This is an optimization exercise on Yosys and OpenROAD, whose aim is small area and a short achievable clock period, not a production implementation. Function was checked by simulation only, so behaviour that the tests miss may differ from the original. No activity file was given, so power comes from the tool's default toggle rates.

**design.v**
```verilog
module xmul ( 
    input clock,
    input reset,
    input         req_valid,
    input         req_bits_dw,
    input  [ 5:0] req_bits_fn,
    input  [ 4:0] req_bits_tag,
    input  [63:0] req_bits_in1,
    input  [63:0] req_bits_in2,
    input  [63:0] req_in3,
    output [63:0] resp_data,
    output [ 4:0] resp_tag
    );
    localparam [5:0] FN_MUL    = 6'd0;  
    localparam [5:0] FN_MULH   = 6'd1;
    localparam [5:0] FN_MULHSU = 6'd2; 
    localparam [5:0] FN_MULHU  = 6'd3;
    localparam [5:0] FN_MADDL  = 6'd50;    
    localparam [5:0] FN_MADDH  = 6'd51;    
    localparam [5:0] FN_CADD   = 6'd52;    
    reg         val;
    reg         dw;
    reg  [ 5:0] fn;
    reg  [ 4:0] tag;
    reg  [63:0] in1;
    reg  [63:0] in2;
    reg  [63:0] in3;
    always @(posedge clock) begin
        if (reset) begin
        val <=  1'b0;
        dw  <=  1'b0;
        fn  <=  6'd0;
        tag <=  5'd0;
        in1 <= 64'd0;
        in2 <= 64'd0;
        in3 <= 64'd0;
        end else if (req_valid) begin
        val <=  1'b1;
        dw  <=  req_bits_dw;
        fn  <=  req_bits_fn;
        tag <=  req_bits_tag;
        in1 <=  req_bits_in1;
        in2 <=  req_bits_in2;
        in3 <=  req_in3;
        end else val <= 1'b0;
    end
    reg cmdHi, lhsSigned, rhsSigned, acc, add;
    always @(fn) begin
        case (fn)
        FN_MUL    : {cmdHi, lhsSigned, rhsSigned, acc, add} <= 5'b00000;
        FN_MULH   : {cmdHi, lhsSigned, rhsSigned, acc, add} <= 5'b11100;
        FN_MULHU  : {cmdHi, lhsSigned, rhsSigned, acc, add} <= 5'b10000;
        FN_MULHSU : {cmdHi, lhsSigned, rhsSigned, acc, add} <= 5'b11000;
        FN_MADDL  : {cmdHi, lhsSigned, rhsSigned, acc, add} <= 5'b00010;
        FN_MADDH  : {cmdHi, lhsSigned, rhsSigned, acc, add} <= 5'b10010;
        FN_CADD   : {cmdHi, lhsSigned, rhsSigned, acc, add} <= 5'b00001;
        default   : {cmdHi, lhsSigned, rhsSigned, acc, add} <= 5'bxxxxx;
        endcase
    end
    wire signed [ 64:0]  lhs  = {lhsSigned && in1[63], in1};
    wire signed [ 64:0]  rhs  = {rhsSigned && in2[63], in2};
    wire signed [128:0] prod  = lhs * rhs;
    wire signed [128:0] add2  = lhs + rhs;
    wire signed [128:0] padd  = in3 + prod;
    wire signed [ 64:0] cadd  = in3 + {{63{1'b0}}, add2[64]};
    wire [127:0] proadd = acc ? padd[127:0] : prod[127:0];
    wire [ 63:0] muxed  = add ? cadd[ 63:0] : (cmdHi? proadd[127:64] : ((~dw)? {{32{proadd[31]}}, proadd[31:0]} : proadd[ 63:0]));
    reg  [  4:0] tag_pp;
    reg  [128:0] pro_pp;
    always @(posedge clock) begin
        if (reset) begin
        tag_pp <=  5'd0;
        pro_pp <= 64'd0;
        end else if (val) begin
        tag_pp <=   tag;
        pro_pp <=   muxed;
        end 
    end
    assign resp_data = pro_pp;
    assign resp_tag  = tag_pp;
endmodule
```
**run.sh**
```bash
#!/bin/bash
# synth_recipe.tcl (not shown) runs the flow's synth.tcl, then flattens the netlist and writes it again
# the make line also repeats each setting of config.mk as NAME=value (left out here)
make -C /OpenROAD-flow-scripts/flow DESIGN_CONFIG=/design/flow/config.mk WORK_HOME=/design/flow/orfs CLKGATE_MAP_FILE= SYNTH_SCRIPT=/design/flow/synth_recipe.tcl finish
```
**config.mk**
```make
export PLATFORM = sky130hd
export DESIGN_NAME = xmul
export DESIGN_NICKNAME = xmul
export VERILOG_FILES = /design/flow/design.v
export SDC_FILE = /design/flow/constraint.sdc
export NUM_CORES = 4
export LEC_CHECK = 0
export CAP_MARGIN = 20
export CORE_MARGIN = 2
export CORE_UTILIZATION = 40
export SLEW_MARGIN = 20
```
**constraint.sdc**
```tcl
create_clock -name core_clock -period 14.0 [get_ports {clock}]
set_input_delay 2.8000 -clock core_clock [delete_from_list [all_inputs] [get_ports {clock}]]
set_output_delay 2.8000 -clock core_clock [all_outputs]
set_load 0.01 [all_outputs]
```
==> reports/results.txt <==
Clock Skews - 0.0745 ns
Initial antenna violation count - 7
Critical Path Stages - 38
Yosys reg bits - 274
CP Launch Type - flip-flop
Critical path endpoint category - flip-flop
CTS tree - yes
Routed Antenna Nets - 0
Share of layout cells above drive strength 1 - 0.0369
Worst vdd ir - 0.000320 V
Vias in the first global route - 128000
Root Buffer - clkbuf_16
Synth Area per Inst - 8.86 sq um
Max Cap Viol - 0
GRT Util Overall - 0.265
Hold EP - pro_pp[4]
Bufs and invs on worst path - 5
Synth Flop Type - dfxtp_1
Top-area cell type share of the netlist area - 0.555
Largest net degree at the start of global routing - 88
Post-synth cell types - 106
Filler Cells Inserted - 39800
# IOs - 276
Hold path cells - 2
TritonCTS buffer count - 41
Post-synth ARST share - 0
Die span in x - 639 um
CTS H-tree depth - 2
Outcome - no timing/DRC/antenna violations
CP max stage delay - 0.77 ns
Crit path max-delay family - adder cells
Core area - 0.402 sq mm
Adder-Cell Fraction of Synth Area - 0.600
Worst Hold Class - reg2reg
Area taken by multi-input logic gates - 0.135 sq mm
Final Setup Violations - 0
Initial Util - 0.401
DRC Markers - 0
Drt pass-1 iters - 6
DRT iter0 DRCs - 9537
Die height - 639 um
CP max FO - 22
Post-CTS Setup Inserts - 0
Synth area leaders - fa_1 (56%), inv_1 (10%), nand2_1 (7.7%), and2_1 (4.6%), ha_1 (4.5%)
Leak - 80.2 nW
DP HPWL - 459000 um
Num Clock Sinks - 274
Power per cell area - 168 mW/mm^2
Total wire length - 525000 um
Register area share after synthesis - 0.0340
Critical Path AT - 14.14 ns
Cell Area, Synth - 0.161 sq mm
Drt via density - 5.25
Gpl congestion - 0.991
Number of I/O port buffers - 275
Clock buffer depth - 3
Reg2reg setup slack - 0.41 ns
HP Start - pro_pp[4]
RSZ-0062 raised after global routing - no
First-pass GRT wire length - 821000 um
Yosys top cell by area - fa_1
Fmax - 0.0736 GHz
Slowest stage cell, crit path - dfxtp_2
CP Class - reg2reg
Crit share post-route - 0.970
# rows - 233
Synth Area in Compound Gates - 0.0478
Avg WL per Cell - 22.8 um
Terminus of the critical flop-to-flop path - pro_pp[52]
Worst-Margin Slew - 1.27 ns
CP most frequent cell - fa_1
Final WS setup - 0.414 ns
Worst Path Required - 14.55 ns
Number of flops mapped to enable cells by yosys - 0
Syn-to-layout area delta - 5.94%
Skew-Pair Late Insertion Delay - 0.74 ns
Final hold violations - 0
Reg2Reg Depth - 38
Hold buffers post-CTS - 0
Net Count, Synth - 23400
GR Overflow Total - 0
Post-synthesis mux area share - 0.0137
Final setup TNS - 0 ns
Via count - 121000
Resized cells post-CTS - 0
XOR/XNOR share of the synthesized area - 0.0159
Min Tclk post-route - 13.59 ns
Largest family of logic cells by synthesized area - adder cells
Placement Setup Slack - 0.307 ns
RR Startpoint - in1[12]
Gate Count Post-Synth - 18200
Seq. cell area - 0.00570 sq mm
Rel. slew slack - 0.153
Nets - 23000
Max Slew Vio Count - 0
Area of the die - 0.408 sq mm
Synth Area in Simple Gates - 0.159
Yosys Warn Count - 1
Clock-pin slew on the worst setup and hold paths - 0.10 ns
layout by cell type (no fill, tap or decap), types with 19 or more instances in the layout:
cell             instances
nand2b_1                26
clkbuf_16               41
dfxtp_1                145
nor2_1                 544
a211oi_1                55
buf_12                  19
and3_1                  37
o21a_1                  41
o21ai_1                 26
and4_1                  19
fa_1                  4468
nor2b_1                 26
or3_1                   23
o31ai_1                 21
a21oi_1                382
nand4_1                128
nor4_1                  34
clkdlybuf4s50_1        273
ha_1                   574
xnor2_1                182
nor3_1                  84
dfxtp_2                107
inv_1                 4379
o211ai_1                36
a221oi_1                25
o21ai_0                257
or2_2                   29
a21o_1                  87
a31oi_1                 38
nand3_1                 80
buf_4                  327
o21bai_1                38
nand2_1               3307
dfxtp_4                 22
xor2_1                 110
and2_1                1192
mux2i_1                219
report_power, final:
group / switching, mW / internal (mW) / total, mW
sequential: 0.356 / 0.868 / 1.22
combinational: 17.9 / 8.34 / 26.3
clock: 0.555 / 0.634 / 1.19
Yosys cell counts (41+ instances only):
master,number
fa_1,4469
inv_1,4379
nand2_1,3308
and2_1,1192
clkbuf_1,1045
ha_1,574
nor2_1,546
a21oi_1,382
dfxtp_1,274
o21ai_0,257
mux2i_1,219
xnor2_1,182
nand4_1,128
xor2_1,110
a21o_1,87
nor3_1,85
nand3_1,81
a211oi_1,55
o21a_1,41
worst max path at each step:
stage                     startpoint    endpoint  slack, ns
final                        in1[12]  pro_pp[52]       0.41
after CTS                     in2[2]  pro_pp[52]       0.22
after floorplan                fn[2]  pro_pp[59]       1.16
after global placement        in2[2]  pro_pp[36]       0.12
after detailed placement      in2[2]  pro_pp[60]       0.31
after global routing         in1[12]  pro_pp[52]       0.01
final cells by class:
class	instances	area share
Antenna cell	4	0.0000587
Clock buffer	49	0.00648
Clock inverter	27	0.00181
Inverter	4380	0.0963
Multi-Input combinational cell	12400	0.790
Sequential cell	274	0.0334
Tap cell	5287	0.0388
Timing Repair Buffer	623	0.0329
cells by family (layout without fill, tap and decap cells):
kind of cell    Yosys count  in the layout
simple gates           5626           5626
buf+inv                5511           5079
fa+ha+maj              5043           5043
compound gates         1209           1209
xor+xnor                292            292
flops                   274            274
mux                     220            220
other cells               0              4
worst min-delay path: stages (launching register included):
cell,delay (ns)
dfxtp_1,0.32
nand2_1,0.04
o21ai_0,0.06
layer usage:
metal	up-vias	part of all wire	wire length (um)	track usage
met2	4455	0.45	237000	0.415
met4	6	0.036	19000	0.0791
met1	64200	0.44	229000	0.382
li1	51500	-	-	-
met5	-	0.000078	41	0
met3	623	0.076	39800	0.0380
per-stage QoR:
stage                     instance area (sq um)  hold slack [ns]   util  power (mW)  std cells
after floorplan                          161000            0.460      -        17.1      18200
after global placement                   169000            0.440  0.421        27.0      23000
after detailed placement                 169000            0.448  0.421        26.7      23000
after CTS                                171000            0.464  0.425        28.2      23000
after global routing                     171000            0.496  0.425        30.7      23000
final                                    171000            0.456  0.425        28.7      23000
flip-flops by register name (all words and copies together) (netlist names), 5 cells and up:
name    flops
in3        64
tag_pp      5
in1        64
fn          6
tag         5
in2        64
pro_pp     64

-- re-timing with driven ports --
Ports are ideal in the flow. The routed layout listed here was re-timed in OpenROAD. Step 1, drivers: a clkbuf_16 drives clock and a buf_2 each remaining input, both assumed. Step 2 moves the port delays by t, midway between the first and last clock arrival at a register: inputs arrive t later, outputs are due t later. That takes back most of the time a late clock gives input paths. Slacks: ideal ports / drivers / drivers and shift; pairs: ideal ports / drivers.
t, ns: 0.786
setup slack, ns: 0.414 / 0.414 / 0.414
worst hold slack (ns): 0.456 / 0.456 / 0.456
latest minus earliest clock arrival (ns): 0.091 / 0.091
worst data-port slew with drivers (ns): 0.11
After both steps setup and hold are still met in this run. The setup slack of this run moves by 0.000 ns with the drivers and by 0.000 ns with both steps.
